This is an optimization exercise on Yosys and OpenROAD, whose aim is small area, a short achievable clock period and few clock cycles, not a production implementation. Only simulation tests tie the RTL to the original design; equivalence was not proved. The clock port is modelled as an ideal driver; clocking choices that lean on that would not hold on a real chip.

== the previous run ==
Design poly1305, start of the top module:
module poly1305(
  input rst_ni,
  input clk,
  input [127:0] r,
  input [127:0] s,
  input [127:0] m,
  input fb,
  input ld,
  input first,
  output [127:0] p,
  output rdy);
Settings: LEC_CHECK=0, CAP_MARGIN=50, CELL_PAD_IN_SITES_DETAIL_PLACEMENT=1, CELL_PAD_IN_SITES_GLOBAL_PLACEMENT=1, CORE_MARGIN=2, CORE_UTILIZATION=30, GPL_ROUTABILITY_DRIVEN=1, PLACE_DENSITY=0.45, SETUP_SLACK_MARGIN=5, SLEW_MARGIN=70, SYNTH_HIERARCHICAL=1; clock period 12.0 ns.
standard.sh (not shown) runs the stock make flow with config.mk's settings and CLKGATE_MAP_FILE= SYNTH_SCRIPT=/design/flow/synth_recipe.tcl, a recipe that flattens the netlist after the stock synthesis.
==> flow/flow/run.sh <==
#!/bin/bash
# Standard layout (standard.sh), with two changes to how it is made:
#  - the port buffers are sky130_fd_sc_hd__buf_2 cells (every port is still buffered);
#  - extra setup repair passes (repair_timing) after placement and after CTS.
# Each tool's full output goes to its own log in this folder.
set -euo pipefail
R=orfs/results/sky130hd/poly1305/base
MARGIN=${REPAIR_MARGIN:-7}
export BUFFER_PORTS_ARGS="-buffer_cell sky130_fd_sc_hd__buf_2"
bash standard.sh synth > 1_synth.log 2>&1
bash standard.sh floorplan > 2_floorplan.log 2>&1
bash standard.sh place > 3_place.log 2>&1
STAGE_ODB=$R/3_place.odb STAGE_SDC=$R/3_place.sdc MARGIN=$MARGIN PAD=1 \
  openroad -exit -no_init flow/repair.tcl > 3_extra_repair.log 2>&1
bash standard.sh cts > 4_cts.log 2>&1
STAGE_ODB=$R/4_cts.odb STAGE_SDC=$R/4_cts.sdc MARGIN=$MARGIN PAD=1 PROPAGATED=1 \
  openroad -exit -no_init flow/repair.tcl > 4_extra_repair.log 2>&1
bash standard.sh finish > 5_finish.log 2>&1
==> flow/flow/repair.tcl <==
# Extra setup repair on a placed (or clock-tree) database, then re-legalize.
# env: STAGE_ODB, STAGE_SDC, MARGIN, PAD
read_liberty $::env(FLOW_HOME)/platforms/sky130hd/lib/sky130_fd_sc_hd__tt_025C_1v80.lib
read_db $::env(STAGE_ODB)
read_sdc $::env(STAGE_SDC)
source $::env(FLOW_HOME)/platforms/sky130hd/setRC.tcl
if {[info exists ::env(PROPAGATED)]} { set_propagated_clock [all_clocks] }
set_dont_use [list sky130_fd_sc_hd__probe_p_8 sky130_fd_sc_hd__probec_p_8 sky130_fd_sc_hd__lpflow_*]
estimate_parasitics -placement
report_worst_slack
report_design_area
repair_timing -setup -setup_margin $::env(MARGIN) -verbose
if {[info exists ::env(PROPAGATED)]} { repair_timing -hold -hold_margin 0.05 -verbose }
set_placement_padding -global -left $::env(PAD) -right $::env(PAD)
detailed_placement
check_placement -verbose
estimate_parasitics -placement
report_worst_slack
report_design_area
write_db $::env(STAGE_ODB)
Testbench counts of the previous run, summed over its fixed seeds: cycles 5,624.
Input changes introduced in the current run (baseline for comparison: the previous run):
==> flow/run.sh (new file) <==
#!/bin/bash
# synth_recipe.tcl (not shown) runs the flow's synth.tcl, then flattens the netlist and writes it again
# the make line also repeats each setting of config.mk as NAME=value (left out here)
make -C /OpenROAD-flow-scripts/flow DESIGN_CONFIG=/design/flow/config.mk WORK_HOME=/design/flow/orfs CLKGATE_MAP_FILE= SYNTH_SCRIPT=/design/flow/synth_recipe.tcl finish
removed: flow/flow/run.sh
removed: flow/flow/repair.tcl
removed: flow/standard.sh
==> comparison <==
Run comparison: the current run critical path endpoint M[127]; the previous run critical path endpoint M[94]
Diff the previous run -> the current run: total of max-cap violations saw little to no change, synthesized cell count closely matched the old numbers, total detailed-routing wirelength shows an increase of 0.90%.
The previous run → the current run: footprint of the multi-input gates dropped 0.40%; setup slack decreased 0.43 ns; number of placed instances with taps included comparable.
Compare the previous run and the current run | final worst-path cycle share higher: the current run
The current run vs the previous run — final design instance area without fill climbed slightly
The current run reports its source of the critical timing path as A[14] while the previous run reports M[57].

onyx:
Another version of the RTL of poly1305 (not shown whole).
Size in the first run: roughly 10,000 cells after synthesis, about 110,000 µm² of cells after synthesis.
Settings: LEC_CHECK=0, CAP_MARGIN=20, CELL_PAD_IN_SITES_DETAIL_PLACEMENT=1, CELL_PAD_IN_SITES_GLOBAL_PLACEMENT=1, CORE_MARGIN=2, CORE_UTILIZATION=30, GPL_ROUTABILITY_DRIVEN=1, PLACE_DENSITY=0.45, SETUP_SLACK_MARGIN=5, SLEW_MARGIN=30, SYNTH_HIERARCHICAL=1; clock period 12.0 ns.
==> flow/flow/run.sh <==
#!/bin/bash
# Standard layout (standard.sh), with these changes to how it is made:
#  - the port buffers are sky130_fd_sc_hd__buf_2 cells (every port is still buffered);
#  - extra setup repair passes (repair_timing) after placement and after CTS;
#  - in those passes, delay cells (clkdlybuf4s*, dlygate*, dlymetal*) left as buffers by
#    earlier repair steps are swapped for sky130_fd_sc_hd__buf_2.
# Each tool's full output goes to its own log in this folder.
set -euo pipefail
R=orfs/results/sky130hd/poly1305/base
MARGIN=${REPAIR_MARGIN:-7.3}
export BUFFER_PORTS_ARGS="-buffer_cell sky130_fd_sc_hd__buf_2"
bash standard.sh synth > 1_synth.log 2>&1
bash standard.sh floorplan > 2_floorplan.log 2>&1
bash standard.sh place > 3_place.log 2>&1
STAGE_ODB=$R/3_place.odb STAGE_SDC=$R/3_place.sdc MARGIN=$MARGIN PAD=1 \
  openroad -exit -no_init flow/repair.tcl > 3_extra_repair.log 2>&1
bash standard.sh cts > 4_cts.log 2>&1
STAGE_ODB=$R/4_cts.odb STAGE_SDC=$R/4_cts.sdc MARGIN=$MARGIN PAD=1 PROPAGATED=1 \
  openroad -exit -no_init flow/repair.tcl > 4_extra_repair.log 2>&1
bash standard.sh finish > 5_finish.log 2>&1
==> flow/flow/repair.tcl <==
# Extra setup repair on a placed (or clock-tree) database, then re-legalize.
# env: STAGE_ODB, STAGE_SDC, MARGIN, PAD
read_liberty $::env(FLOW_HOME)/platforms/sky130hd/lib/sky130_fd_sc_hd__tt_025C_1v80.lib
read_db $::env(STAGE_ODB)
read_sdc $::env(STAGE_SDC)
source $::env(FLOW_HOME)/platforms/sky130hd/setRC.tcl
if {[info exists ::env(PROPAGATED)]} { set_propagated_clock [all_clocks] }
set_dont_use [list sky130_fd_sc_hd__probe_p_8 sky130_fd_sc_hd__probec_p_8 sky130_fd_sc_hd__lpflow_* sky130_fd_sc_hd__clkdlybuf4s* sky130_fd_sc_hd__dlygate* sky130_fd_sc_hd__dlymetal*]
# swap delay-cell buffers left by earlier repair steps for plain buffers
set nswap 0
foreach inst [[ord::get_db_block] getInsts] {
  set m [[$inst getMaster] getName]
  if {[string match "sky130_fd_sc_hd__clkdlybuf4s*" $m] || [string match "sky130_fd_sc_hd__dlygate*" $m] || [string match "sky130_fd_sc_hd__dlymetal*" $m]} {
    replace_cell [get_cells [$inst getName]] sky130_fd_sc_hd__buf_2
    incr nswap
  }
}
puts "swapped $nswap delay cells"
estimate_parasitics -placement
report_worst_slack
report_design_area
repair_timing -setup -setup_margin $::env(MARGIN) -verbose
if {[info exists ::env(PROPAGATED)]} { repair_timing -hold -hold_margin 0.05 -verbose }
set_placement_padding -global -left $::env(PAD) -right $::env(PAD)
detailed_placement
check_placement -verbose
estimate_parasitics -placement
report_worst_slack
report_design_area
write_db $::env(STAGE_ODB)
onyx finished all stages; the layout is clean.
Testbench counts of onyx, summed over its fixed seeds: cycles 5,124.
#### Input delta (sierra over onyx)
-- flow/flow/run.sh --
<<< onyx, line 8
set -euo pipefail
R=orfs/results/sky130hd/poly1305/base
MARGIN=${REPAIR_MARGIN:-7.3}
export BUFFER_PORTS_ARGS="-buffer_cell sky130_fd_sc_hd__buf_2"
bash standard.sh synth > 1_synth.log 2>&1
>>> sierra, line 8
set -euo pipefail
R=orfs/results/sky130hd/poly1305/base
MARGIN=${REPAIR_MARGIN:-7}
export BUFFER_PORTS_ARGS="-buffer_cell sky130_fd_sc_hd__buf_2"
bash standard.sh synth > 1_synth.log 2>&1
Results
Share of layout cells above drive strength 1: sierra < onyx
Relative to onyx, sierra degrades first-iteration DRC count.
Compared with onyx, sierra shows design area that has gone down slightly.
Compared with onyx, in sierra final cell count saw a decrease; setup slack fell by 0.15 ns; portion of the clock cycle consumed by the worst path in the final layout went up by 1.2 points.

poly1305, a different RTL version from the one above (not shown whole).
Size in the first run: ~9600 cells after synthesis, ~520 I/O pins.
## poly1305
module poly1305(
  input rst_ni,
  input clk,
  input [127:0] r,
  input [127:0] s,
  input [127:0] m,
  input fb,
  input ld,
  input first,
  output [127:0] p,
  output rdy);
==> flow/config.mk <==
export PLATFORM = sky130hd
export DESIGN_NAME = poly1305
export DESIGN_NICKNAME = poly1305
export VERILOG_FILES = /design/flow/design.v
export SDC_FILE = /design/flow/constraint.sdc
export NUM_CORES = 8
export LEC_CHECK = 0
export CAP_MARGIN = 20
export CELL_PAD_IN_SITES_DETAIL_PLACEMENT = 1
export CELL_PAD_IN_SITES_GLOBAL_PLACEMENT = 1
export CORE_MARGIN = 2
export CORE_UTILIZATION = 30
export CTS_BUF_LIST = sky130_fd_sc_hd__clkbuf_4 sky130_fd_sc_hd__clkbuf_8
export GPL_ROUTABILITY_DRIVEN = 1
export PLACE_DENSITY = 0.45
export SETUP_SLACK_MARGIN = 5
export SLEW_MARGIN = 30
export SYNTH_HIERARCHICAL = 1
==> flow/constraint.sdc <==
create_clock -name core_clock -period 12.0 [get_ports {clk}]
set_input_delay 2.4000 -clock core_clock [delete_from_list [all_inputs] [get_ports {clk}]]
set_output_delay 2.4000 -clock core_clock [all_outputs]
set_load 0.01 [all_outputs]
==> flow/flow/run.sh <==
#!/bin/bash
# Standard layout (standard.sh), with these changes to how it is made:
#  - the port buffers are sky130_fd_sc_hd__buf_2 cells (every port is still buffered);
#  - extra setup repair passes (repair_timing) after placement and after CTS;
#  - in those passes, delay cells (clkdlybuf4s*, dlygate*, dlymetal*) left as buffers by
#    earlier repair steps are swapped for sky130_fd_sc_hd__buf_2.
# Each tool's full output goes to its own log in this folder.
set -euo pipefail
R=orfs/results/sky130hd/poly1305/base
MARGIN=${REPAIR_MARGIN:-7}
export BUFFER_PORTS_ARGS="-buffer_cell sky130_fd_sc_hd__buf_2"
bash standard.sh synth > 1_synth.log 2>&1
bash standard.sh floorplan > 2_floorplan.log 2>&1
bash standard.sh place > 3_place.log 2>&1
STAGE_ODB=$R/3_place.odb STAGE_SDC=$R/3_place.sdc MARGIN=$MARGIN PAD=1 \
  openroad -exit -no_init flow/repair.tcl > 3_extra_repair.log 2>&1
bash standard.sh cts > 4_cts.log 2>&1
STAGE_ODB=$R/4_cts.odb STAGE_SDC=$R/4_cts.sdc MARGIN=$MARGIN PAD=1 PROPAGATED=1 \
  openroad -exit -no_init flow/repair.tcl > 4_extra_repair.log 2>&1
bash standard.sh finish > 5_finish.log 2>&1
Scripts as last shown in full above: flow/flow/repair.tcl
Testbench counts at the start, summed over its fixed seeds: cycles 5,624.
==> next run, changes <==
--- a/flow/flow/run.sh
+++ b/flow/flow/run.sh
@@ -2 +2 @@
-# Standard layout (standard.sh), with these changes to how it is made:
+# Standard layout (standard.sh), with two changes to how it is made:
@@ -5,2 +5 @@
-#  - in those passes, delay cells (clkdlybuf4s*, dlygate*, dlymetal*) left as buffers by
-#    earlier repair steps are swapped for sky130_fd_sc_hd__buf_2.
+#  - delay cells (clkdlybuf4s*, dlygate*, dlymetal*) are not used for buffering.
@@ -11,0 +11 @@
+export DONT_USE_CELLS="sky130_fd_sc_hd__clkdlybuf4s15_1 sky130_fd_sc_hd__clkdlybuf4s15_2 sky130_fd_sc_hd__clkdlybuf4s18_1 sky130_fd_sc_hd__clkdlybuf4s18_2 sky130_fd_sc_hd__clkdlybuf4s25_1 sky130_fd_sc_hd__clkdlybuf4s25_2 sky130_fd_sc_hd__clkdlybuf4s50_1 sky130_fd_sc_hd__clkdlybuf4s50_2 sky130_fd_sc_hd__dlygate4sd1_1 sky130_fd_sc_hd__dlygate4sd2_1 sky130_fd_sc_hd__dlygate4sd3_1 sky130_fd_sc_hd__dlymetal6s2s_1 sky130_fd_sc_hd__dlymetal6s4s_1 sky130_fd_sc_hd__dlymetal6s6s_1"
--- a/flow/flow/repair.tcl
+++ b/flow/flow/repair.tcl
@@ -9,10 +8,0 @@
-# swap delay-cell buffers left by earlier repair steps for plain buffers
-set nswap 0
-foreach inst [[ord::get_db_block] getInsts] {
-  set m [[$inst getMaster] getName]
-  if {[string match "sky130_fd_sc_hd__clkdlybuf4s*" $m] || [string match "sky130_fd_sc_hd__dlygate*" $m] || [string match "sky130_fd_sc_hd__dlymetal*" $m]} {
-    replace_cell [get_cells [$inst getName]] sky130_fd_sc_hd__buf_2
-    incr nswap
-  }
-}
-puts "swapped $nswap delay cells"
Settings changed: CAP_MARGIN 20 to 50, CTS_BUF_LIST sky130_fd_sc_hd__clkbuf_4 sky130_fd_sc_hd__clkbuf_8 to default, SLEW_MARGIN 30 to 70.
Result: The new run ran to the end with no violations; final cell count goes up slightly; hold slack gets better by 15 ps; wire length goes up slightly; setup slack gets better by 85 ps; sequential share of layout area goes down by 0.47 points; critical path depth goes up by 11.
==> next run, changes <==
--- a/flow/flow/run.sh
+++ b/flow/flow/run.sh
@@ -2 +2 @@
-# Standard layout (standard.sh), with two changes to how it is made:
+# Standard layout (standard.sh), with these changes to how it is made:
@@ -5 +5,2 @@
-#  - delay cells (clkdlybuf4s*, dlygate*, dlymetal*) are not used for buffering.
+#  - in those passes, delay cells (clkdlybuf4s*, dlygate*, dlymetal*) left as buffers by
+#    earlier repair steps are swapped for sky130_fd_sc_hd__buf_2.
@@ -11 +11,0 @@
-export DONT_USE_CELLS="sky130_fd_sc_hd__clkdlybuf4s15_1 sky130_fd_sc_hd__clkdlybuf4s15_2 sky130_fd_sc_hd__clkdlybuf4s18_1 sky130_fd_sc_hd__clkdlybuf4s18_2 sky130_fd_sc_hd__clkdlybuf4s25_1 sky130_fd_sc_hd__clkdlybuf4s25_2 sky130_fd_sc_hd__clkdlybuf4s50_1 sky130_fd_sc_hd__clkdlybuf4s50_2 sky130_fd_sc_hd__dlygate4sd1_1 sky130_fd_sc_hd__dlygate4sd2_1 sky130_fd_sc_hd__dlygate4sd3_1 sky130_fd_sc_hd__dlymetal6s2s_1 sky130_fd_sc_hd__dlymetal6s4s_1 sky130_fd_sc_hd__dlymetal6s6s_1"
--- a/flow/flow/repair.tcl
+++ b/flow/flow/repair.tcl
@@ -8,0 +9,10 @@
+# swap delay-cell buffers left by earlier repair steps for plain buffers
+set nswap 0
+foreach inst [[ord::get_db_block] getInsts] {
+  set m [[$inst getMaster] getName]
+  if {[string match "sky130_fd_sc_hd__clkdlybuf4s*" $m] || [string match "sky130_fd_sc_hd__dlygate*" $m] || [string match "sky130_fd_sc_hd__dlymetal*" $m]} {
+    replace_cell [get_cells [$inst getName]] sky130_fd_sc_hd__buf_2
+    incr nswap
+  }
+}
+puts "swapped $nswap delay cells"
Effect: Die area stays the same; worst setup slack gets better by 15 ps; routed wire length barely changes; area after synthesis is unchanged; cell count stays flat; non-clock buffer count falls by 1.
==> next run, changes <==
--- a/flow/flow/run.sh
+++ b/flow/flow/run.sh
@@ -10 +10 @@
-MARGIN=${REPAIR_MARGIN:-7}
+MARGIN=${REPAIR_MARGIN:-6.5}
Settings changed: CAP_MARGIN 50 to 20, SLEW_MARGIN 70 to 30.
What happened: First-iteration DRC count drops by about 0.4%. Routed wire length drops by 0.78%. Critical path depth drops by 11. Clock-buffer cell count climbs by 25. Setup slack loses 470 ps.

==> what the ideal ports hide <==
In the flow no input, the clock included, has a driving cell. The finished layouts below were timed again as built, in two steps.
Step 1 sets driving cells, clkbuf_16 on the clock port and buf_2 on the other inputs (assumed; they add their load-dependent delay and slew).
Step 2 times the ports against the registers' clock, not the clock port: input delays grow and output delays shrink by t, the midpoint of the rising clock arrivals with the driver on.
Three values: no drivers, after step 1, after step 2; two values: the first two.
| run | t (ns) | slack for setup (ns) | hold WS [ns] |
|---|---|---|---|
| the previous run | 0.981 | 6.862 / 6.862 / 6.700 | 0.359 / 0.359 / 0.359 |
| the current run | 0.980 | 6.435 / 6.435 / 5.951 | 0.372 / 0.372 / 0.372 |
| onyx | 0.970 | 7.100 / 7.100 / 6.602 | 0.374 / 0.374 / 0.374 |
| sierra | 0.964 | 6.950 / 6.950 / 6.647 | 0.374 / 0.374 / 0.374 |
| the first run of note 3 | 1.122 | 6.982 / 6.982 / 6.640 | 0.359 / 0.359 / 0.359 |
| the second run of note 3 | 1.008 | 7.067 / 7.067 / 6.527 | 0.374 / 0.374 / 0.374 |
| the third run of note 3 | 1.012 | 7.082 / 7.082 / 6.531 | 0.375 / 0.375 / 0.375 |
| the fourth run of note 3 | 0.949 | 6.615 / 6.615 / 6.449 | 0.379 / 0.379 / 0.379 |
After both steps every run listed still meets setup and hold. The setup slack of the third run of note 3, which loses most, moves by 0.000 ns with the drivers and by -0.551 ns with both steps.
